Context: an optimization exercise on an open-source flow, tuned for a short achievable clock period and few clock cycles. The choices shown serve that exercise and are no tape-out recipe. Function was checked by simulation only, so behaviour that the tests miss may differ from the original. No activity file was given, so power comes from the tool's default toggle rates.

**config.mk**
```make
export PLATFORM = sky130hd
export DESIGN_NAME = RV32ICore
export DESIGN_NICKNAME = RV32ICore
export VERILOG_FILES = /design/flow/design.v
export SDC_FILE = /design/flow/constraint.sdc
export NUM_CORES = 4
export LEC_CHECK = 0
export ABC_CLOCK_PERIOD_IN_PS = 2500
export CAP_MARGIN = 20
export CORE_MARGIN = 2
export CORE_UTILIZATION = 60
export SETUP_SLACK_MARGIN = 5
export SLEW_MARGIN = 20
```
**constraint.sdc**
```tcl
create_clock -name core_clock -period 10.0 [get_ports {CPU_CLK}]
set_input_delay 2.0000 -clock core_clock [delete_from_list [all_inputs] [get_ports {CPU_CLK}]]
set_output_delay 2.0000 -clock core_clock [all_outputs]
set_load 0.01 [all_outputs]
```
**design.v**
```verilog
`timescale 1ns / 1ps
module RV32ICore(
    input wire CPU_CLK,
    input wire CPU_RST,
    output wire [31:0] imem_addr,
    input wire [31:0] imem_rdata,
    output wire [31:0] dmem_addr,
    output wire [3:0] dmem_we,
    output wire [31:0] dmem_wdata,
    input wire [31:0] dmem_rdata
    );
    localparam BTB_BITS = 5;
    localparam BTB_N = 1 << BTB_BITS;
    localparam TAG_LO = BTB_BITS + 2;
    localparam TAG_HI = 11;
    localparam OP_LUI = 7'b0110111, OP_AUIPC = 7'b0010111, OP_JAL = 7'b1101111,
               OP_JALR = 7'b1100111, OP_BR = 7'b1100011, OP_LOAD = 7'b0000011,
               OP_STORE = 7'b0100011, OP_IMM = 7'b0010011, OP_REG = 7'b0110011,
               OP_SYS = 7'b1110011;
    localparam A_ADD = 4'd0, A_SUB = 4'd1, A_SLL = 4'd2, A_SLT = 4'd3, A_SLTU = 4'd4,
               A_XOR = 4'd5, A_SRL = 4'd6, A_SRA = 4'd7, A_OR = 4'd8, A_AND = 4'd9,
               A_LINK = 4'd10, A_CSR = 4'd11;
    wire rst = CPU_RST;
    wire clk = CPU_CLK;
    reg [31:0] pc_f;
    reg        redir_r;      
    reg        d_valid, d_use_hold;
    reg [31:0] d_pc, d_hold, d_pred_tgt;
    reg [13:2] d_btb_tgt;
    reg        d_pred_taken, d_hit;
    reg [1:0]  d_ctr;
    reg        e_valid;
    reg [31:0] e_pc, e_pc4, e_av, e_bv, e_sd, e_bjimm, e_off, e_jcmp;
    reg [13:2] e_btb_tgt;
    reg        e_pred_taken, e_hit;
    reg [1:0]  e_ctr;
    reg        e_fa, e_fb, e_fs;        
    reg [11:0] e_alu;       
    reg        e_rwe, e_load, e_store, e_br, e_jal, e_jalr, e_csr;
    reg [4:0]  e_rd, e_zimm;
    reg [2:0]  e_f3;
    reg [1:0]  e_csr_idx;
    reg [31:0] m_result, m_wdata;
    reg [3:0]  m_we;
    reg        m_rwe, m_load;
    reg [4:0]  m_rd;
    reg [2:0]  m_f3;
    reg [31:0] w_result;
    reg        w_rwe, w_load;
    reg [4:0]  w_rd;
    reg [2:0]  w_f3;
    reg [31:0] x_value;
    reg        x_rwe;
    reg [4:0]  x_rd;
    reg [31:0] rf [1:31];
    reg [31:0] csr [0:3];
    reg              btb_v   [0:BTB_N-1];
    reg              btb_unc [0:BTB_N-1];
    reg [1:0]        btb_ctr [0:BTB_N-1];
    reg [TAG_HI:TAG_LO] btb_tag [0:BTB_N-1];
    reg [13:2]       btb_tgt [0:BTB_N-1];
    reg        c_live, c_taken, c_br, c_jal, c_jalr, c_hit;
    reg [1:0]  c_ctr;
    reg [BTB_BITS-1:0] c_idx;
    reg [TAG_HI:TAG_LO] c_tag;
    reg [13:2] c_act_tgt, c_btb_tgt;
    wire       c_cti = c_br | c_jal | c_jalr;
    wire       u_en = c_live && ((c_br && (c_taken || c_hit)) || c_jal || c_jalr || (c_hit && !c_cti));
    wire       u_v = c_cti;
    wire       u_unc = c_jal | c_jalr;
    wire [BTB_BITS-1:0] u_idx = c_idx;
    wire [TAG_HI:TAG_LO] u_tag = c_tag;
    wire [13:2] u_tgt = c_taken ? c_act_tgt : c_btb_tgt;
    wire [1:0] u_ctr = !c_hit ? 2'b11 :
                       c_taken ? ((c_ctr == 2'b11) ? 2'b11 : c_ctr + 2'b01)
                               : ((c_ctr == 2'b00) ? 2'b00 : c_ctr - 2'b01);
    reg [31:0] ia_n, ma;
    assign imem_addr = ~ia_n;
    assign dmem_addr = ma;
    assign dmem_we = m_we;
    assign dmem_wdata = m_wdata;
    wire [BTB_BITS-1:0] f_idx = pc_f[BTB_BITS+1:2];
    wire [BTB_N-1:0] f_sel = {{(BTB_N-1){1'b0}}, 1'b1} << f_idx;
    reg  [BTB_N-1:0] f_match, f_take;
    integer k;
    always @(*) begin
        for (k = 0; k < BTB_N; k = k + 1) begin
            f_match[k] = btb_v[k] && (btb_tag[k] == pc_f[TAG_HI:TAG_LO]);
            f_take[k] = btb_unc[k] || btb_ctr[k][1];
        end
    end
    wire        f_hit = |(f_sel & f_match);
    wire        f_pred = |(f_sel & f_match & f_take);
    wire [1:0]  f_ctr = btb_ctr[f_idx];
    wire [13:2] f_tgt = btb_tgt[f_idx];
    wire [31:0] f_pc4 = pc_f + 32'd4;
    wire [31:0] f_btbt = {pc_f[31:14], f_tgt, 2'b00};
    wire [31:0] f_npc = f_pred ? f_btbt : f_pc4;
    wire [31:0] d_inst = d_use_hold ? d_hold : imem_rdata;
    wire [6:0] d_op = d_inst[6:0];
    wire [9:0] d_cls = {(d_op == OP_SYS) && (d_inst[13:12] != 2'b00), d_op == OP_REG, d_op == OP_IMM,
                        d_op == OP_STORE, d_op == OP_LOAD, d_op == OP_BR, d_op == OP_JALR,
                        d_op == OP_JAL, d_op == OP_AUIPC, d_op == OP_LUI};
    wire [1:0] w_lo = w_result[1:0];
    wire [7:0] ld_b = w_lo[1] ? (w_lo[0] ? dmem_rdata[31:24] : dmem_rdata[23:16])
                              : (w_lo[0] ? dmem_rdata[15:8] : dmem_rdata[7:0]);
    wire [15:0] ld_h = w_lo[1] ? dmem_rdata[31:16] : dmem_rdata[15:0];
    reg [31:0] ld_val;
    always @(*) begin
        case (w_f3)
            3'b000: ld_val = {{24{ld_b[7]}}, ld_b};
            3'b001: ld_val = {{16{ld_h[15]}}, ld_h};
            3'b100: ld_val = {24'd0, ld_b};
            3'b101: ld_val = {16'd0, ld_h};
            default: ld_val = dmem_rdata;
        endcase
    end
    wire [2:0] d_f3 = d_inst[14:12];
    wire [4:0] d_rd = d_inst[11:7];
    wire [4:0] d_rs1 = d_inst[19:15];
    wire [4:0] d_rs2 = d_inst[24:20];
    wire d_lui = d_cls[0];
    wire d_auipc = d_cls[1];
    wire d_jal = d_cls[2];
    wire d_jalr = d_cls[3];
    wire d_brn = d_cls[4];
    wire d_load = d_cls[5];
    wire d_store = d_cls[6];
    wire d_opimm = d_cls[7];
    wire d_opreg = d_cls[8];
    wire d_csr = d_cls[9];
    wire d_use1 = d_jalr | d_brn | d_load | d_store | d_opimm | d_opreg | (d_csr & ~d_f3[2]);
    wire d_use2 = d_brn | d_store | d_opreg;
    wire d_wr = (d_lui | d_auipc | d_jal | d_jalr | d_load | d_opimm | d_opreg | d_csr) && (d_rd != 5'd0);
    wire [31:0] d_imm_i = {{20{d_inst[31]}}, d_inst[31:20]};
    wire [31:0] d_imm_s = {{20{d_inst[31]}}, d_inst[31:25], d_inst[11:7]};
    wire [31:0] d_imm_u = {d_inst[31:12], 12'b0};
    wire [31:0] d_imm_b = {{20{d_inst[31]}}, d_inst[7], d_inst[30:25], d_inst[11:8], 1'b0};
    wire [31:0] d_imm_j = {{12{d_inst[31]}}, d_inst[19:12], d_inst[20], d_inst[30:21], 1'b0};
    wire [31:0] d_imm = d_store ? d_imm_s : ((d_lui | d_auipc) ? d_imm_u : d_imm_i);
    reg [3:0] d_alu;
    wire [11:0] d_alu_oh = 12'd1 << d_alu;
    always @(*) begin
        if (d_jal | d_jalr) d_alu = A_LINK;
        else if (d_csr) d_alu = A_CSR;
        else if (d_opimm | d_opreg)
            case (d_f3)
                3'd0: d_alu = (d_opreg & d_inst[30]) ? A_SUB : A_ADD;
                3'd1: d_alu = A_SLL;
                3'd2: d_alu = A_SLT;
                3'd3: d_alu = A_SLTU;
                3'd4: d_alu = A_XOR;
                3'd5: d_alu = d_inst[30] ? A_SRA : A_SRL;
                3'd6: d_alu = A_OR;
                default: d_alu = A_AND;
            endcase
        else d_alu = A_ADD;
    end
    wire h1e = e_valid && e_rwe && e_rd == d_rs1;
    wire h1m = m_rwe && m_rd == d_rs1;
    wire h1w = w_rwe && w_rd == d_rs1;
    wire h1x = x_rwe && x_rd == d_rs1;
    wire h2e = e_valid && e_rwe && e_rd == d_rs2;
    wire h2m = m_rwe && m_rd == d_rs2;
    wire h2w = w_rwe && w_rd == d_rs2;
    wire h2x = x_rwe && x_rd == d_rs2;
    wire [31:0] w_value = w_load ? ld_val : w_result;
    wire [31:0] d_rv1 = (d_rs1 == 5'd0) ? 32'd0 : h1m ? m_result : h1w ? w_value :
                        h1x ? x_value : rf[d_rs1];
    wire [31:0] d_rv2 = (d_rs2 == 5'd0) ? 32'd0 : h2m ? m_result : h2w ? w_value :
                        h2x ? x_value : rf[d_rs2];
    wire stall = d_valid && !redir_r && ((d_use1 && ((h1e && e_load) || (!h1e && h1m && m_load))) ||
                             (d_use2 && ((h2e && e_load) || (!h2e && h2m && m_load))));
    wire [31:0] a = e_fa ? m_result : e_av;
    wire [31:0] b = e_fb ? m_result : e_bv;
    wire [31:0] sd = e_fs ? m_result : e_sd;
    wire [31:0] sum_00 = e_av + e_bv;
    wire [31:0] sum_10 = m_result + e_bv;
    wire [31:0] sum_01 = e_av + m_result;
    wire [31:0] sum_11 = m_result + m_result;
    wire [31:0] sum = e_fa ? (e_fb ? sum_11 : sum_10) : (e_fb ? sum_01 : sum_00);
    wire [31:0] diff_00 = e_av - e_bv;
    wire [31:0] diff_10 = m_result - e_bv;
    wire [31:0] diff_01 = e_av - m_result;
    wire [31:0] diff = e_fa ? (e_fb ? 32'd0 : diff_10) : (e_fb ? diff_01 : diff_00);
    wire eq_00 = e_av == e_bv, eq_10 = m_result == e_bv, eq_01 = e_av == m_result;
    wire lt_00 = $signed(e_av) < $signed(e_bv), lt_10 = $signed(m_result) < $signed(e_bv),
         lt_01 = $signed(e_av) < $signed(m_result);
    wire ltu_00 = e_av < e_bv, ltu_10 = m_result < e_bv, ltu_01 = e_av < m_result;
    wire eq = e_fa ? (e_fb ? 1'b1 : eq_10) : (e_fb ? eq_01 : eq_00);
    wire lt = e_fa ? (e_fb ? 1'b0 : lt_10) : (e_fb ? lt_01 : lt_00);
    wire ltu = e_fa ? (e_fb ? 1'b0 : ltu_10) : (e_fb ? ltu_01 : ltu_00);
    wire [31:0] csr_old = csr[e_csr_idx];
    wire [31:0] csr_src = e_f3[2] ? {27'd0, e_zimm} : a;
    reg  [31:0] csr_new;
    always @(*) begin
        case (e_f3[1:0])
            2'b01: csr_new = csr_src;
            2'b10: csr_new = csr_old | csr_src;
            default: csr_new = csr_old & ~csr_src;
        endcase
    end
    wire [31:0] sra_v = $signed(a) >>> b[4:0];
    wire [31:0] srl_v = a >> b[4:0];
    wire [31:0] shr = e_alu[A_SRA] ? sra_v : srl_v;
    wire [31:0] e_other = ({32{e_alu[A_SLL]}} & (a << b[4:0])) |
                        ({32{e_alu[A_SLT]}} & {31'd0, lt}) |
                        ({32{e_alu[A_SLTU]}} & {31'd0, ltu}) |
                        ({32{e_alu[A_XOR]}} & (a ^ b)) |
                        ({32{e_alu[A_SRL] | e_alu[A_SRA]}} & shr) |
                        ({32{e_alu[A_OR]}} & (a | b)) |
                        ({32{e_alu[A_AND]}} & (a & b)) |
                        ({32{e_alu[A_LINK]}} & e_pc4) |
                        ({32{e_alu[A_CSR]}} & csr_old);
    wire [31:0] e_res = e_alu[A_ADD] ? sum : e_alu[A_SUB] ? diff : e_other;
    reg cond;
    always @(*) begin
        case (e_f3)
            3'b000: cond = eq;
            3'b001: cond = ~eq;
            3'b100: cond = lt;
            3'b101: cond = ~lt;
            3'b110: cond = ltu;
            3'b111: cond = ~ltu;
            default: cond = 1'b0;
        endcase
    end
    wire taken = e_jal | e_jalr | (e_br & cond);
    wire [31:0] e_tgt = e_pc + e_bjimm;
    wire st_ok = e_off == e_bjimm;
    wire j_ok = e_fa ? (m_result == e_jcmp) : (e_av == e_jcmp);
    wire tgt_ok = e_jalr ? j_ok : st_ok;
    wire e_live = e_valid && !redir_r;    
    wire redir = e_live && (taken ? !(e_pred_taken && tgt_ok) : e_pred_taken);
    wire [31:0] act_tgt = e_jalr ? sum : e_tgt;
    wire        rd_other = e_live && !e_br && !e_jalr &&
                           (e_jal ? !(e_pred_taken && st_ok) : e_pred_taken);
    wire        rd_br1 = e_live && !(e_pred_taken && st_ok);
    wire        rd_br0 = e_live && e_pred_taken;
    wire        j_bad = e_live && !(e_pred_taken && j_ok);
    wire        redirect = e_br ? (cond ? rd_br1 : rd_br0) : (e_jalr ? j_bad : rd_other);
    wire [31:0] rtgt = e_br ? (cond ? e_tgt : e_pc4) :
                       (e_jalr ? sum : (e_jal ? e_tgt : e_pc4));
    wire        hold = rst || stall;
    wire [31:0] alt = rst ? 32'd0 : (stall ? pc_f : f_pc4);
    wire        use_btb = f_pred && !hold;
    wire [31:0] pc_next = (use_btb && !redirect) ? f_btbt : (redirect ? rtgt : alt);
    wire [1:0] lo = sum[1:0];
    reg [3:0] be;
    always @(*) begin
        case (e_f3[1:0])
            2'b00: be = 4'b0001 << lo;
            2'b01: be = lo[1] ? 4'b1100 : 4'b0011;
            default: be = 4'b1111;
        endcase
    end
    wire [31:0] wdata = (e_f3[1:0] == 2'b00) ? {4{sd[7:0]}} :
                        (e_f3[1:0] == 2'b01) ? {2{sd[15:0]}} : sd;
    reg rst_r;
    integer i;
    always @(posedge clk) begin
        rst_r <= rst;
        pc_f <= pc_next;
        ia_n <= ~pc_next;
        if (rst) d_valid <= 1'b0;
        else if (!stall) d_valid <= 1'b1;
        d_use_hold <= stall;
        if (stall) d_hold <= d_inst;
        if (!stall) begin
            d_pc <= pc_f;
            d_pred_taken <= f_pred;
            d_pred_tgt <= f_npc;
            d_hit <= f_hit;
            d_ctr <= f_ctr;
            d_btb_tgt <= f_tgt;
        end
        redir_r <= !rst && redir;
        if (rst || redir_r || stall || !d_valid) begin
            e_valid <= 1'b0;
            e_rwe <= 1'b0;
            e_load <= 1'b0;
            e_store <= 1'b0;
            e_br <= 1'b0;
            e_jal <= 1'b0;
            e_jalr <= 1'b0;
            e_csr <= 1'b0;
            e_pred_taken <= 1'b0;
            e_hit <= 1'b0;
        end else begin
            e_valid <= 1'b1;
            e_rwe <= d_wr;
            e_load <= d_load;
            e_store <= d_store;
            e_br <= d_brn;
            e_jal <= d_jal;
            e_jalr <= d_jalr;
            e_csr <= d_csr;
            e_pred_taken <= d_pred_taken;
            e_hit <= d_hit;
        end
        e_pc <= d_pc;
        e_pc4 <= d_pc + 32'd4;
        e_bjimm <= d_jal ? d_imm_j : d_imm_b;
        e_off <= d_pred_tgt - d_pc;
        e_jcmp <= d_pred_tgt - d_imm_i;
        e_btb_tgt <= d_btb_tgt;
        e_ctr <= d_ctr;
        e_alu <= d_alu_oh;
        e_rd <= d_rd;
        e_zimm <= d_rs1;
        e_f3 <= d_f3;
        e_csr_idx <= d_inst[21:20];
        e_av <= d_lui ? 32'd0 : (d_auipc ? d_pc : d_rv1);
        e_bv <= (d_opreg | d_brn) ? d_rv2 : d_imm;
        e_sd <= d_rv2;
        e_fa <= h1e && !(d_lui | d_auipc);
        e_fb <= h2e && (d_opreg | d_brn);
        e_fs <= h2e;
        m_result <= e_res;
        ma <= sum;
        m_wdata <= wdata;
        if (rst) begin
            m_we <= 4'd0;
            m_rwe <= 1'b0;
            m_load <= 1'b0;
        end else begin
            m_we <= (e_store && !redir_r) ? be : 4'd0;
            m_rwe <= e_rwe && !redir_r;
            m_load <= e_load && !redir_r;
        end
        m_rd <= e_rd;
        m_f3 <= e_f3;
        w_result <= m_result;
        w_rwe <= rst ? 1'b0 : m_rwe;
        w_load <= m_load;
        w_rd <= m_rd;
        w_f3 <= m_f3;
        x_value <= w_load ? ld_val : w_result;
        x_rwe <= rst ? 1'b0 : w_rwe;
        x_rd <= w_rd;
        if (rst_r) begin
            for (i = 1; i < 32; i = i + 1) rf[i] <= 32'd0;
        end else if (x_rwe) begin
            rf[x_rd] <= x_value;
        end
        if (rst_r) begin
            for (i = 0; i < 4; i = i + 1) csr[i] <= 32'd0;
        end else if (e_csr && !redir_r) begin
            csr[e_csr_idx] <= csr_new;
        end
        c_live <= !rst && e_live;
        c_taken <= taken;
        c_br <= e_br;
        c_jal <= e_jal;
        c_jalr <= e_jalr;
        c_hit <= e_hit;
        c_ctr <= e_ctr;
        c_idx <= e_pc[BTB_BITS+1:2];
        c_tag <= e_pc[TAG_HI:TAG_LO];
        c_act_tgt <= act_tgt[13:2];
        c_btb_tgt <= e_btb_tgt;
        if (rst_r) begin
            for (i = 0; i < BTB_N; i = i + 1) btb_v[i] <= 1'b0;
        end else if (u_en) begin
            btb_v[u_idx] <= u_v;
        end
        if (u_en) begin
            btb_unc[u_idx] <= u_unc;
            btb_ctr[u_idx] <= u_ctr;
            btb_tag[u_idx] <= u_tag;
            btb_tgt[u_idx] <= u_tgt;
        end
    end
endmodule
```
**flow/run.sh**
```bash
#!/bin/bash
set -euo pipefail
bash standard.sh SETUP_SLACK_MARGIN=7 finish > standard.log 2>&1
```
**standard.sh**
```bash
#!/bin/bash
# synth_recipe.tcl (not shown) runs the flow's synth.tcl, then flattens the netlist and writes it again
# the make line also repeats each setting of config.mk as NAME=value (left out here)
make -C /OpenROAD-flow-scripts/flow DESIGN_CONFIG=/design/flow/config.mk WORK_HOME=/design/flow/orfs CLKGATE_MAP_FILE= SYNTH_SCRIPT=/design/flow/synth_recipe.tcl "${@:-finish}"
```
==> results of run 1 <==
==> power by group through the flow <==
stage | clock network [mW] | logic (mW) | registers, mW
2_1_floorplan | 0 | 3.43 | 12.5
3_3_place_gp | 0 | 5.76 | 12.9
3_5_place_dp | 0 | 5.80 | 12.9
4_1_cts | 10.5 | 7.68 | 12.7
==> how the worst max path moves through the flow <==
| stage | startpoint | to | slack (ns) |
|---|---|---|---|
| CTS | e_fa | pc_f[28] | 5.60 |
| detailed placement | imem_rdata[23] | ia_n[26] | 2.82 |
| global placement | imem_rdata[23] | ia_n[24] | 2.86 |
| floorplan | imem_rdata[20] | e_jcmp[30] | 4.85 |
==> Yosys cell counts, types with 30 or more instances <==
cell / count
sky130_fd_sc_hd__nand3_1: 1060
sky130_fd_sc_hd__o211ai_1: 85
sky130_fd_sc_hd__o221ai_1: 44
sky130_fd_sc_hd__buf_1: 118
sky130_fd_sc_hd__o22ai_1: 31
sky130_fd_sc_hd__a21oi_1: 543
sky130_fd_sc_hd__nand4_1: 72
sky130_fd_sc_hd__a21o_1: 96
sky130_fd_sc_hd__o21ai_0: 399
sky130_fd_sc_hd__a21boi_0: 48
sky130_fd_sc_hd__mux2i_1: 300
sky130_fd_sc_hd__clkbuf_1: 772
sky130_fd_sc_hd__edfxtp_1: 1936
sky130_fd_sc_hd__a211oi_1: 135
sky130_fd_sc_hd__xor2_1: 188
sky130_fd_sc_hd__dfxtp_1: 596
sky130_fd_sc_hd__nor2_1: 753
sky130_fd_sc_hd__mux2_2: 39
sky130_fd_sc_hd__xnor2_1: 313
sky130_fd_sc_hd__o21a_1: 63
sky130_fd_sc_hd__nand2b_1: 54
sky130_fd_sc_hd__nor2b_1: 30
sky130_fd_sc_hd__nor3_1: 146
sky130_fd_sc_hd__a31oi_1: 111
sky130_fd_sc_hd__and2_1: 1022
sky130_fd_sc_hd__ha_1: 264
sky130_fd_sc_hd__buf_2: 71
sky130_fd_sc_hd__a221oi_1: 41
sky130_fd_sc_hd__o2111ai_1: 32
sky130_fd_sc_hd__inv_1: 415
sky130_fd_sc_hd__mux4_2: 197
sky130_fd_sc_hd__a311oi_1: 232
sky130_fd_sc_hd__nor4_1: 67
sky130_fd_sc_hd__and3_1: 174
sky130_fd_sc_hd__or3_1: 32
sky130_fd_sc_hd__nand2_1: 2414
==> routing by layer <==
layer	overflow	GRT usage [%]
met5	0	28.53
met4	38	68.54
met3	2	50.53
met2	30	86.45
met1	3	71.96
==> what timing repair did <==
| item | CTS |
|---|---|
| pin swaps | 637 |
| buffers inserted | 724 |
| gates cloned | 186 |
| gates resized for setup | 2695 |
| setup endpoints to repair | 1497 |
==> cell families after synthesis <==
kind of cell               count (synthesis)  share of synthesized area (%)
AOI/OAI and AO/OA                       2146                          10.76
DFF                                     2532                          52.41
and+or+nand+nor                         5891                          20.59
buffers and inverters                   1416                          4.137
adders and majority gates                271                          2.576
xor gates and xnor gates                 501                          3.282
muxes                                    568                          6.249
==> per-stage QoR <==
| step | power (mW) | cell area [um^2] |
|---|---|---|
| floorplan | 15.90 | 136600 |
| detailed placement | 18.70 | 140300 |
| global placement | 18.63 | 140200 |
| CTS | 30.88 | 169600 |
==> summary.md, run 1 <==
| Metric | Value |
|---|---|
| Fraction of post-synthesis cell area in the top cell type by area | `43.48%` |
| Most used flip-flop cell after synthesis | `sky130_fd_sc_hd__edfxtp_1` |
| Effective utilization at floorplan | `between 60% and 70%` |
| Largest net degree at the start of global routing | `93` |
| Worst setup slack before clock tree synthesis | `around 2.8 ns` |
| Netlist area before placement | `about 130,000 um^2` |
| Top-level port count | `166` |
| Yosys warnings | `1` |
| CTS H-tree depth | `5` |
| Clock Root Buffer | `sky130_fd_sc_hd__clkbuf_16` |
| Count of flip-flops with a built-in enable after synthesis | `1,936` |
| Cells after Synth | `13,330` |
| Die boundary height | `476.0 um` |
| Routability-driven placement congestion ratio | `1.110` |
| Number of buffers created by CTS | `about 290` |
| Yosys top cell by area | `sky130_fd_sc_hd__edfxtp_1` |
| Sum of net half-perimeters after detailed placement | `374,000 um` |
| Async set or reset register ratio after synthesis | `0%` |
| Global router's overall resource usage | `69.70%` |
| Number of library cell types mapped by synthesis | `98` |
| Cell total after placement | `15,810` |
| Average instance area after synthesis | `10.03 um^2` |
| Port Buf Inserts | `165` |
| Net count of the mapped netlist | `13,660` |
| Leading post-synthesis cells by cell area | `sky130_fd_sc_hd__edfxtp_1, sky130_fd_sc_hd__dfxtp_1, sky130_fd_sc_hd__nand2_1` |
| Placement Rows | `173` |
| GR Overflow Total | `73` |
| Count of hold buffers inserted by post-cts repair | `0` |
| Stage where the run ended | `5_1_grt` |
| # clock sinks | `between 2,000 and 3,000` |
| Post-synthesis sequential element count | `2,532` |
| Maximum clock insertion buffer count | `4` |
| Halt Reason | `[ERROR GRT-0232] Routing congestion too high. Check the congestion heatmap in the GUI.` |
| Sequential share of the synthesized area | `52.41%` |
| Run status | `stopped before the end` |
| Die boundary width | `approximately 480 um` |
Testbench counts, summed over its fixed seeds: cycles 112,213.
==> run 2, diff against run 1 <==
--- a/design.v
+++ b/design.v
@@ -59,7 +59,10 @@
     reg [1:0]        btb_ctr [0:BTB_N-1];
     reg [TAG_HI:TAG_LO] btb_tag [0:BTB_N-1];
     reg [13:2]       btb_tgt [0:BTB_N-1];
-    reg        c_live, c_taken, c_br, c_jal, c_jalr, c_hit;
+    reg              btb_loop [0:BTB_N-1];
+    reg [4:0]        btb_trip [0:BTB_N-1];
+    reg [4:0]        btb_iter [0:BTB_N-1];
+    reg        c_live, c_taken, c_br, c_jal, c_jalr, c_hit, c_back;
     reg [1:0]  c_ctr;
     reg [BTB_BITS-1:0] c_idx;
     reg [TAG_HI:TAG_LO] c_tag;
@@ -71,6 +74,12 @@
     wire [BTB_BITS-1:0] u_idx = c_idx;
     wire [TAG_HI:TAG_LO] u_tag = c_tag;
     wire [13:2] u_tgt = c_taken ? c_act_tgt : c_btb_tgt;
+    wire [4:0] c_iter = btb_iter[c_idx];
+    wire       u_lp = c_hit ? btb_loop[c_idx] : c_back;
+    wire [4:0] u_iter = !c_hit ? 5'd1 :
+                        c_taken ? ((c_iter == 5'd31) ? 5'd31 : c_iter + 5'd1) : 5'd0;
+    wire [4:0] u_trip = !c_hit ? 5'd0 :
+                        c_taken ? btb_trip[c_idx] : ((c_iter == 5'd31) ? 5'd0 : c_iter);
     wire [1:0] u_ctr = !c_hit ? 2'b11 :
                        c_taken ? ((c_ctr == 2'b11) ? 2'b11 : c_ctr + 2'b01)
                                : ((c_ctr == 2'b00) ? 2'b00 : c_ctr - 2'b01);
@@ -86,7 +95,9 @@
     always @(*) begin
         for (k = 0; k < BTB_N; k = k + 1) begin
             f_match[k] = btb_v[k] && (btb_tag[k] == pc_f[TAG_HI:TAG_LO]);
-            f_take[k] = btb_unc[k] || btb_ctr[k][1];
+            f_take[k] = btb_unc[k] ||
+                        ((btb_loop[k] && btb_trip[k] != 5'd0) ? (btb_iter[k] != btb_trip[k])
+                                                              : btb_ctr[k][1]);
         end
     end
     wire        f_hit = |(f_sel & f_match);
@@ -354,6 +365,7 @@
         c_jal <= e_jal;
         c_jalr <= e_jalr;
         c_hit <= e_hit;
+        c_back <= e_bjimm[31];
         c_ctr <= e_ctr;
         c_idx <= e_pc[BTB_BITS+1:2];
         c_tag <= e_pc[TAG_HI:TAG_LO];
@@ -367,6 +379,9 @@
         if (u_en) begin
             btb_unc[u_idx] <= u_unc;
             btb_ctr[u_idx] <= u_ctr;
+            btb_loop[u_idx] <= u_lp;
+            btb_iter[u_idx] <= u_iter;
+            btb_trip[u_idx] <= u_trip;
             btb_tag[u_idx] <= u_tag;
             btb_tgt[u_idx] <= u_tgt;
         end
--- a/config.mk
+++ b/config.mk
@@ -8,6 +8,6 @@
 export ABC_CLOCK_PERIOD_IN_PS = 2500
 export CAP_MARGIN = 20
 export CORE_MARGIN = 2
-export CORE_UTILIZATION = 60
+export CORE_UTILIZATION = 45
 export SETUP_SLACK_MARGIN = 5
 export SLEW_MARGIN = 20
==> summary.md, run 2 <==
| Metric | Value |
|---|---|
| Leak pwr | `73.36 nW` |
| Number of max-slew violations in the final report | `0` |
| Post-route non-filler standard cell count | `20,210` |
| Die boundary height | `576.7 um` |
| Number of global-route vias before repair | `121,600` |
| Total Routed Length | `709,600 um` |
| Max frequency | `around 220 MHz` |
| Largest register FFs | `1,024` |
| Worst-case register-to-register setup slack | `5.66 ns` |
| Number of antenna violations at the first check in global routing | `67` |
| Total internal power | `23.76 mW` |
| Global router's overall resource usage | `40.64%` |
| Type of element capturing the critical path | `register` |
| Worst-path fanout max | `6` |
| Worst hold margin | `0.3169 ns` |
| R2r endpoint | `ia_n[6]` |
| Clock transition at the register clock pins on the worst setup and hold paths after CTS | `0.06 ns` |
| Placement Rows | `210` |
| Number of setup violations in the final report | `0` |
| Maximum clock insertion buffer count | `4` |
| Number of iterations in the first detailed-routing pass | `13` |
| Count of hold buffers inserted by post-cts repair | `0` |
| Vias per std cell | `between 6 and 7` |
| Net count of the mapped netlist | `14,720` |
| Top post-synthesis cells by count | `sky130_fd_sc_hd__nand2_1, sky130_fd_sc_hd__edfxtp_1, sky130_fd_sc_hd__nand3_1, sky130_fd_sc_hd__and2_1, sky130_fd_sc_hd__clkbuf_1` |
| Port Buf Inserts | `about 170` |
| Required time of the critical path | `10.86 ns` |
| Worst-case reg-to-reg path depth | `19` |
| GR Overflow Total | `0` |
| Fraction of layout instances using a drive strength above 1 | `28.12%` |
| Launch point of the worst reg-to-reg path | `e_bv[27]` |
| Final Hold Fails | `0` |
| Cell area after layout | `196,500 um^2` |
| Worst ir drop on vdd | `0.1676 mV` |
| Minimum period implied by the final worst setup slack | `4.584 ns` |
| Number of library cell types mapped by synthesis | `98` |
| Largest net degree at the start of global routing | `67` |
| Share of power burned in registers | `40.8%` |
| Cell total after placement | `18,210` |
| Leading registers by flop count | `rf: 1024 flops, btb_tgt: 384 flops` |
| Final setup skew | `0.08061 ns` |
| Most frequent cells in the layout | `sky130_fd_sc_hd__nand2_1, sky130_fd_sc_hd__edfxtp_1, sky130_fd_sc_hd__nand3_1` |
| Placed instance area | `155,800 um^2` |
| Yosys top cell by area | `sky130_fd_sc_hd__edfxtp_1` |
| Count of flip-flops with a built-in enable after synthesis | `2,288` |
| Worst setup startpoint | `imem_rdata[20]` |
| Yosys warnings | `1` |
| # clock sinks | `2,885` |
| Async set or reset register ratio after synthesis | `0%` |
| Routability-driven placement congestion ratio | `1.027` |
| Crit path to | `e_bv[16]` |
| Wire length of the first global-routing pass | `951,100 um` |
| Netlist area before placement | `about 150,000 um^2` |
| Leading cell type by number of instances after synthesis | `sky130_fd_sc_hd__nand2_1` |
| Leading post-synthesis cells by cell area | `sky130_fd_sc_hd__edfxtp_1, sky130_fd_sc_hd__dfxtp_1, sky130_fd_sc_hd__nand2_1` |
| Final core occ | `~60%` |
| Crit Path Class | `primary input to register` |
| Effective utilization at floorplan | `45.15%` |
| Fraction of post-synthesis cell area in the top cell type by area | `46.55%` |
| Overall die area | `332,600 um^2` |
| DRT iter0 DRCs | `23,890` |
| DR DRC count | `0` |
| Residual antenna-violating net count after detailed routing | `0` |
| Proportion of power drawn by combinational gates | `24.5%` |
| Net switching power | `11.24 mW` |
| Routed via count | `approximately 130k` |
| Post-synthesis sequential element count | `2,885` |
| Number of buffers created by CTS | `about 320` |
| Relative area change from synthesis to final layout | `33.14%` |
| Most used flip-flop cell after synthesis | `sky130_fd_sc_hd__edfxtp_1` |
| RSZ-0062 raised after global routing | `true` |
| Setup Total Neg Slack | `0 ns` |
| CTS H-tree depth | `5` |
| Power density over cell area | `178.1 nW/um^2` |
| Cells after Synth | `14,380` |
| Reg with most FFs | `rf` |
| Fill cell count | `roughly 26,000` |
| Most common library cell in the layout ignoring fill and taps | `sky130_fd_sc_hd__nand2_1` |
| Sum of net half-perimeters after detailed placement | `376,400 um` |
| Clock power share | `34.7%` |
| Sequential share of the synthesized area | `between 50% and 60%` |
| Clock Root Buffer | `sky130_fd_sc_hd__clkbuf_16` |
| Die boundary width | `~580 um` |
| Floorplan core area | `between 300,000 and 400,000 um^2` |
| Clk Latency, worst-skew pair | `0.98 ns` |
| Type of the tightest min-delay check | `register to register` |
| Fraction of power spent switching nets | `32.11%` |
| Average detailed-routed wire length per instance | `roughly 35 um` |
| Clock tree from TritonCTS | `done` |
| Number of nets at the end of the flow | `15,900` |
| Nature of the critical path startpoint | `primary input` |
| Run status | `finished clean` |
| Max-cap violation count | `0` |
| Top-level port count | `166` |
| Endpoint arrival time on the critical path | `5.44 ns` |
| Ratio of final minimum period to clock period | `between 40 and 50%` |
| Average instance area after synthesis | `10.26 um^2` |
| Worst relative slew slack | `17.90%` |
| Worst Max-Slew Pin Slew | `between 1 and 1.5 ns` |
-- run 2: what timing repair did --
item / in CTS / in global routing
resized for setup: 2784 / 864
buffers inserted: 803 / 302
gates cloned: 226 / 35
pin swaps: 710 / 495
setup endpoints to repair: 2060 / 1507
-- run 2: final cells by class --
class | instances | area (um^2) | share of cell area [%]
Clock buffer | 439 | 8979 | 4.569
Clock inverter | 152 | 1560 | 0.7940
Timing Repair Buffer | 1831 | 23980 | 12.20
Tap cell | 4346 | 5438 | 2.767
Antenna cell | 39 | 97.59 | 0.04967
Inverter | 470 | 2019 | 1.028
Multi-Input combinational cell | 10020 | 72990 | 37.15
Sequential cell | 2885 | 80990 | 41.22
Timing Repair inverter | 27 | 447.9 | 0.2280
-- run 2: routing by layer --
| metal | routed length, um | track usage [%] | vias up |
|---|---|---|---|
| li1 | - | - | 54080 |
| met1 | 244200 | 50.71 | 64380 |
| met2 | 286200 | 56.62 | 11350 |
| met3 | 114600 | 16.72 | 3164 |
| met4 | 63610 | 28.97 | 43 |
| met5 | 1009 | 1.033 | - |
-- run 2: power groups by stage --
stage / Clock (mW) / Sequential (mW) / Combinational [mW]
2_1_floorplan: 0 / 14.1 / 3.47
3_3_place_gp: 0 / 14.4 / 5.69
3_5_place_dp: 0 / 14.5 / 5.68
4_1_cts: 12.1 / 14.2 / 7.44
5_1_grt: 12.6 / 14.3 / 8.71
6_report: 12.2 / 14.3 / 8.58
-- run 2: how the worst min path moves through the flow --
stage / cells past startpoint / startpoint / endpoint
6_report: 0 / d_ctr[1] / e_ctr[1]
5_1_grt: 0 / d_ctr[1] / e_ctr[1]
3_5_place_dp: 0 / e_btb_tgt[3] / c_btb_tgt[3]
4_1_cts: 0 / e_ctr[1] / c_ctr[1]
2_1_floorplan: 0 / e_btb_tgt[10] / c_btb_tgt[10]
3_3_place_gp: 0 / m_f3[1] / w_f3[1]
-- run 2: cell families (layout without fill, tap and decap cells) --
family                     after synthesis  count (layout)  share of synthesized area, %
other                                    0              39                             0
AOI/OAI and AO/OA                     2255            2255                         9.984
buffers and inverters                 1490            2919                         3.879
xor gates and xnor gates               665             665                         3.946
adders and majority gates              272             272                         2.342
DFF                                   2885            2885                         54.65
and+or+nand+nor                       6326            6342                         20.02
muxes                                  487             488                         5.176
-- run 2: worst max-delay path, stage by stage --
cell	delay [ns]
sky130_fd_sc_hd__buf_12	0.12
sky130_fd_sc_hd__mux2i_4	0.16
sky130_fd_sc_hd__buf_12	0.14
sky130_fd_sc_hd__buf_16	0.16
sky130_fd_sc_hd__buf_12	0.14
sky130_fd_sc_hd__buf_12	0.12
sky130_fd_sc_hd__nand2_2	0.04
sky130_fd_sc_hd__and3_4	0.17
sky130_fd_sc_hd__a311oi_4	0.24
sky130_fd_sc_hd__a311oi_2	0.10
sky130_fd_sc_hd__a311oi_4	0.66
sky130_fd_sc_hd__a31oi_4	0.20
sky130_fd_sc_hd__a21oi_4	0.59
sky130_fd_sc_hd__a21oi_2	0.12
sky130_fd_sc_hd__nor2_1	0.15
sky130_fd_sc_hd__a21oi_2	0.07
sky130_fd_sc_hd__o31ai_1	0.20
-- run 2: through the flow --
step / worst slack [ns] / power (mW)
2_1_floorplan: 4.957 / 17.58
3_3_place_gp: 2.450 / 20.14
3_5_place_dp: 2.884 / 20.13
4_1_cts: 5.786 / 33.76
5_1_grt: 5.379 / 35.57
6_report: 5.416 / 35.00
Testbench counts of run 2, summed over its fixed seeds: cycles 110,003.
==> run 3, diff against run 2 <==
--- a/config.mk
+++ b/config.mk
@@ -8,6 +8,6 @@
 export ABC_CLOCK_PERIOD_IN_PS = 2500
 export CAP_MARGIN = 20
 export CORE_MARGIN = 2
-export CORE_UTILIZATION = 45
+export CORE_UTILIZATION = 40
 export SETUP_SLACK_MARGIN = 5
 export SLEW_MARGIN = 20
==> summary.md, run 3 <==
| Metric | Value |
|---|---|
| Run status | `finished clean` |
| Sum of net half-perimeters after detailed placement | `374,700 um` |
| Number of buffers created by CTS | `322` |
| Fraction of layout instances using a drive strength above 1 | `between 20% and 30%` |
| GR Overflow Total | `0` |
| Post-synthesis sequential element count | `2,885` |
| Most used flip-flop cell after synthesis | `sky130_fd_sc_hd__edfxtp_1` |
| Final Hold Fails | `0` |
| Net count of the mapped netlist | `14,720` |
| Worst-case reg-to-reg path depth | `17` |
| Clock Root Buffer | `sky130_fd_sc_hd__clkbuf_16` |
| Type of element capturing the critical path | `register` |
| Sequential share of the synthesized area | `between 50% and 60%` |
| Total Routed Length | `694,700 um` |
| Most frequent cells in the layout | `sky130_fd_sc_hd__nand2_1, sky130_fd_sc_hd__edfxtp_1, sky130_fd_sc_hd__nand3_1` |
| Yosys warnings | `1` |
| Largest net degree at the start of global routing | `73` |
| Count of hold buffers inserted by post-cts repair | `0` |
| R2r endpoint | `ia_n[30]` |
| Number of nets at the end of the flow | `15,770` |
| Worst-path fanout max | `5` |
| Cell area after layout | `195,200 um^2` |
| Number of max-slew violations in the final report | `0` |
| Final core occ | `53.03%` |
| Largest stage delay on the critical path | `0.57 ns` |
| Number of antenna violations at the first check in global routing | `70` |
| Minimum period implied by the final worst setup slack | `around 4.5 ns` |
| Vias per std cell | `6.396` |
| Maximum clock insertion buffer count | `4` |
| Async set or reset register ratio after synthesis | `0%` |
| Cell total after placement | `18,720` |
| Cells after Synth | `14,380` |
| Top-level port count | `166` |
| DR DRC count | `0` |
| Placed instance area | `156,500 um^2` |
| Placement Rows | `about 220` |
| Routed via count | `about 130k` |
| Worst Max-Slew Pin Slew | `1.279 ns` |
| Effective utilization at floorplan | `40.10%` |
| Final setup skew | `0.1019 ns` |
| # clock sinks | `a little under 3,000` |
| Average detailed-routed wire length per instance | `33.76 um` |
| Leading registers by flop count | `rf: 1024 flops, btb_tgt: 384 flops` |
| Largest register FFs | `1,024` |
| Leak pwr | `72.53 nW` |
| Residual antenna-violating net count after detailed routing | `0` |
| Post-route non-filler standard cell count | `20,580` |
| Yosys top cell by area | `sky130_fd_sc_hd__edfxtp_1` |
| Average instance area after synthesis | `~10 um^2` |
| Worst relative slew slack | `14.63%` |
| Worst-case register-to-register setup slack | `5.61 ns` |
| Wire length of the first global-routing pass | `936,700 um` |
| Cell with the largest stage delay on the worst path | `sky130_fd_sc_hd__a311oi_2` |
| Worst setup slack before clock tree synthesis | `~2.7 ns` |
| Number of setup violations in the final report | `0` |
| Count of flip-flops with a built-in enable after synthesis | `2,288` |
| Leading cell type by number of instances after synthesis | `sky130_fd_sc_hd__nand2_1` |
| Die boundary width | `611.4 um` |
| Critical path buffers and inverters | `6` |
| Worst hold start | `e_btb_tgt[13]` |
| Crit Path Class | `primary input to register` |
| Clock transition at the register clock pins on the worst setup and hold paths after CTS | `0.06 ns` |
| Routability-driven placement congestion ratio | `1.024` |
| Number of global-route vias before repair | `120,500` |
| Setup Total Neg Slack | `0 ns` |
| Required time of the critical path | `10.84 ns` |
| Max-cap violation count | `0` |
| Global router's overall resource usage | `35.44%` |
| Overall die area | `373,800 um^2` |
| Reg with most FFs | `rf` |
| Family with the most delay on the worst path | `compound AO/OA/AOI/OAI gates` |
| Fraction of post-synthesis cell area in the top cell type by area | `between 40% and 50%` |
| Netlist area before placement | `147,600 um^2` |
| Nature of the critical path startpoint | `primary input` |
| Worst ir drop on vdd | `0.1429 mV` |
| Endpoint of the worst hold-timing path | `c_btb_tgt[13]` |
| Power density over cell area | `178.7 nW/um^2` |
| Floorplan core area | `approximately 370,000 um^2` |
| Endpoint arrival time on the critical path | `around 5.3 ns` |
| Minimum setup slack in the final design | `around 5.5 ns` |
| Top post-synthesis cells by count | `sky130_fd_sc_hd__nand2_1, sky130_fd_sc_hd__edfxtp_1, sky130_fd_sc_hd__nand3_1, sky130_fd_sc_hd__and2_1, sky130_fd_sc_hd__clkbuf_1` |
| Max frequency | `about 220 MHz` |
| Type of the tightest min-delay check | `register to register` |
| Launch point of the worst reg-to-reg path | `e_av[17]` |
| DRT iter0 DRCs | `around 24,000` |
| Relative area change from synthesis to final layout | `32.25%` |
| CTS H-tree depth | `5` |
| Die boundary height | `611.4 um` |
| Leading post-synthesis cells by cell area | `sky130_fd_sc_hd__edfxtp_1, sky130_fd_sc_hd__dfxtp_1, sky130_fd_sc_hd__nand2_1` |
| Most common library cell in the layout ignoring fill and taps | `sky130_fd_sc_hd__nand2_1` |
| Clk Latency, worst-skew pair | `1.02 ns` |
| Count of cells along the worst hold path | `0` |
| Clock tree from TritonCTS | `done` |
| Port Buf Inserts | `between 150 and 200` |
| Number of library cell types mapped by synthesis | `approximately 100` |
| RSZ-0062 raised after global routing | `true` |
| Critical path cell sequence | `buf_12 > mux2i_4 > buf_12 > buf_6 > buf_12 > buf_16 > buf_6 > nand2_1 > and3_1 > a311oi_2 > a311oi_2 > a311oi_2 > a31oi_4 > a21oi_2 > a21oi_2 > nor2_1 > a21oi_2 > o31ai_1` |
| Ratio of final minimum period to clock period | `44.89%` |
| Number of iterations in the first detailed-routing pass | `10` |
==> run 3: cell counts after synthesis <==
Identical to the previous run, type by type.
==> run 3: area by class of cell <==
class | instances | area, um^2
flip-flops and latches | 2885 | 80970
well taps | 4837 | 6052
inverters | 470 | 2017
repair inverters | 27 | 511.7
clock buffers | 437 | 8951
diodes | 37 | 92.59
repair buffers | 1713 | 22240
clock inverters | 154 | 1647
multi-input cells | 10020 | 72700
fillers | 30500 | 172800
==> run 3: metrics by stage <==
stage,total power [mW],hold slack [ns]
final,34.88,0.3255
after floorplan,17.58,0.3096
after global placement,20.17,0.3101
after detailed placement,20.18,0.3121
after CTS,33.80,0.3258
after global routing,35.47,0.3291
==> run 3: routing by layer <==
| layer | GRT usage, % | vias up | part of all wire, % |
|---|---|---|---|
| met1 | 44.02 | 63820 | 35 |
| met4 | 24.72 | 32 | 8.7 |
| met2 | 50.20 | 11000 | 41 |
| met5 | 0.2196 | - | 0.058 |
| li1 | - | 53730 | - |
| met3 | 14.03 | 3020 | 15 |
==> run 3: worst max path at each step <==
stage                         from         end  cells after the start  slack [ns]
detailed placement  imem_rdata[16]    e_av[24]                     15        2.66
global route        imem_rdata[20]    e_bv[24]                     17        5.52
CTS                 imem_rdata[20]  e_jcmp[28]                     20        5.81
finish              imem_rdata[20]    e_bv[22]                     18        5.51
global placement    imem_rdata[17]    ia_n[14]                     16        2.68
floorplan           imem_rdata[20]  e_jcmp[30]                     20        4.96
==> run 3: power breakdown <==
group	switching, mW	total, mW	internal, mW	leakage (nW)
clock	5.19	12.2	7.04	5.17
sequential	0.504	14.1	13.6	26.7
combinational	5.45	8.58	3.13	40.7
==> run 3: kinds of logic after synthesis <==
| family | count (synthesis) | synth area share, % |
|---|---|---|
| flip-flops | 2885 | 54.65 |
| AO/OA/AOI/OAI | 2255 | 9.984 |
| XOR/XNOR | 665 | 3.946 |
| adder cells (fa/ha/maj) | 272 | 2.342 |
| AND/OR/NAND/NOR | 6326 | 20.02 |
| buffers and inverters | 1490 | 3.879 |
| multiplexers | 487 | 5.176 |
==> run 3: repair_timing <==
action / in CTS / in global routing
resized for setup: 2646 / 914
endpoints found under the hold margin: 0 / 0
endpoints found under the setup margin: 2197 / 1138
cloned: 205 / 17
pin swaps: 565 / 555
setup buffers: 704 / 304

-- separate check: timing with driven ports --
The flow's constraints put no driver on any port. The routed layouts listed below were extracted and timed again, unchanged, in two steps.
Step 1, drivers: a clkbuf_16 drives CPU_CLK and a buf_2 each remaining input, both assumed.
Step 2 adds t to the input delays and takes it off the output delays; t is the mean of the earliest and latest rising clock arrival at the registers after step 1. Input paths then give back, and output paths get back, about the clock's delay inside the block.
Three values: no drivers, after step 1, after step 2; two values: the first two.
run | shift t [ns] | setup WS [ns] | worst setup path after step 2 | pins driven straight from the clock port
run 2 | 1.049 | 5.416 / 5.470 / 4.421 | input to register | 1
run 3 | 1.067 | 5.511 / 5.540 / 4.473 | input to register | 1
After both steps setup and hold are still met in every run listed. The setup slack of run 3, which loses most, moves by +0.029 ns with the drivers and by -1.038 ns with both steps.
